This design comes from an exercise in tuning for small area and a short achievable clock period on the open sky130 flow, not from production work.
Only simulation tests tie the RTL to the original design; equivalence was not proved.
Power figures rest on the tool's default switching activity, not on a simulated workload.

== zinc ==
==> flow/design.v (excerpt) <==
module processor (clk, reset, imem_addr, imem_data, dmem_addr, dmem_wdata, dmem_we, dmem_re, dmem_rdata);
	input clk, reset;
	output [9:0] imem_addr;
	input [31:0] imem_data;
	output [9:0] dmem_addr;
	output [31:0] dmem_wdata;
	output dmem_we, dmem_re;
	input [31:0] dmem_rdata;
	wire [31:0] I = imem_data;
	reg [31:0] pc_p;	 
	reg [11:0] pc_t;	 
	reg        pc_tk;	 
	reg        pc_tk_o;	 
	wire [31:0] pc = pc_tk ? {20'd0, pc_t} : pc_p;
	reg [31:0] rf [0:15];
	reg        ex_ld, ex_st, ex_wr, ex_fw, ex_jal;
	reg [31:0] ex_a, ex_b;
	reg [3:0]  ex_dst;
	reg        ex_add, ex_ykeep, ex_yinv, ex_cin;	 
	reg        ex_shl, ex_shr, ex_asr, ex_lch;	 
	reg [3:0]  ex_tlo, ex_thi;	 
	reg        ex_one;	 
	reg        ex_hold;	 
	reg        ex_f0m5, ex_f0asl, ex_f5z, ex_f5lsl;	 
	reg        wb_wr, wb_fw, wb_jal;
	reg [31:0] wb_val, wb_pc;
	reg [3:0]  wb_dst;
	reg [1:0]  fl_q;	 
	reg        f0_q, f5_q;
	wire [1:0] cls = I[31:30];
	wire [2:0] jk = I[22:20];
	wire is_alu = (cls == 2'b00);
	wire is_lit = (cls == 2'b01);
	wire is_mem = (cls == 2'b10);
	wire is_jmp = (cls == 2'b11);
	wire is_st  = is_mem & I[8];
	wire is_ld  = is_mem & ~I[8];
	wire is_jal = is_jmp & (jk == 3'b011);
	reg [3:0] ra_idx;
	always @(*) begin
		case (cls)
  ...
Settings: LEC_CHECK=0, CAP_MARGIN=20, CORE_MARGIN=2, CORE_UTILIZATION=40, SETUP_SLACK_MARGIN=4.5, SLEW_MARGIN=20, SYNTH_HIERARCHICAL=1, SYNTH_MINIMUM_KEEP_SIZE=0; clock period 8.5 ns.
run.sh (not shown) runs the stock make flow with config.mk's settings and CLKGATE_MAP_FILE= SYNTH_SCRIPT=/design/flow/synth_recipe.tcl, a recipe that flattens the netlist after the stock synthesis.
zinc: PASS, flow complete, no timing, DRC or antenna violations
Input changes introduced in onyx (baseline for comparison: zinc):
- SLEW_MARGIN: 20 -> 5
- CAP_MARGIN: 20 -> 5
When onyx is measured against zinc, its number of iterations in the first detailed-routing pass turns out 2 lower.
onyx vs zinc — post-route clock skew dropped 3.2 ps.
As far as share of the synthesized area in compound gates (AO/OA/AOI/OAI) goes, onyx and zinc are indistinguishable; the numbers are identical.
Diff zinc..onyx | fmax | negligible

* * *

Setup of alpha:
processor again, from the RTL that the note above started with.
Settings: LEC_CHECK=0, CAP_MARGIN=20, CORE_MARGIN=2, CORE_UTILIZATION=40, SETUP_SLACK_MARGIN=4.2, SLEW_MARGIN=20, SYNTH_HIERARCHICAL=1, SYNTH_MINIMUM_KEEP_SIZE=0; clock period 8.5 ns.
alpha reached the final stage; the timing, DRC and antenna checks on its layout passed.
Modified inputs, beta compared to alpha
- clearing SYNTH_MINIMUM_KEEP_SIZE, which used to be 0
- swapping 4.2 for 5.0 in SETUP_SLACK_MARGIN
- clearing SYNTH_HIERARCHICAL, which used to be 1
[summary]
Result: PASS for each of alpha and beta
In the reports for alpha and beta, the larger synthesized cell count belongs to beta.
Between alpha and beta, the synthesized net count is higher for beta.
Diff alpha -> beta | number of buffers inserted to repair setup after CTS | up by more than 100%
Taking beta as 1.0, alpha lands at 0.864 on design area.
[inputs] gamma vs beta
- an added SYNTH_HIERARCHICAL of 1
- an added SYNTH_MINIMUM_KEEP_SIZE of 0
==> comparison <==
- Compared with beta, gamma ends up with a smaller final cell area.
- Setup slack delta (gamma − beta): unfavourable
- ex_a[31] as the critical path capture point was reported by beta, and ex_a[1] by gamma.
- gamma: overall routing resource usage is 0.76 points higher than what beta reported.
- Diff beta..gamma | global route total overflow | unchanged
- Between gamma and beta, it is gamma whose netlist area before placement is lower, by about 3%.
- From beta to gamma the numbers moved as follows: overall power of the completed layout climbed 0.84%, placement-stage worst setup slack decreased by 0.26 ns relative to the old numbers, minimum clock period went up, wire length reported by the detailed router went down by about 5%.

## separate check: timing with driven ports
In the flow no input, the clock included, has a driving cell. The finished layouts below were timed again as built, in two steps.
Step 1 sets driving cells, clkbuf_16 on the clock port and buf_2 on the other inputs (assumed; they add their load-dependent delay and slew).
Step 2 times the ports against the registers' clock, not the clock port: input delays grow and output delays shrink by t, the midpoint of the rising clock arrivals with the driver on.
a / b / c = ideal ports / drivers / drivers and shift; a / b = the first two.
run	shift t [ns]	slack for setup (ns)	worst setup path at the end	worst register clock-pin slew, ns
zinc	0.706	4.324 / 4.324 / 3.633	input to register	0.07 / 0.07
onyx	0.728	4.318 / 4.318 / 3.690	input to register	0.07 / 0.07
alpha	0.683	4.178 / 4.176 / 3.493	input to register	0.07 / 0.07
beta	0.719	4.433 / 4.314 / 3.595	input to register	0.07 / 0.07
gamma	0.708	4.383 / 4.372 / 3.664	input to register	0.06 / 0.06
After both steps setup and hold are still met in every run listed. The setup slack of beta, which loses most, moves by -0.119 ns with the drivers and by -0.838 ns with both steps.
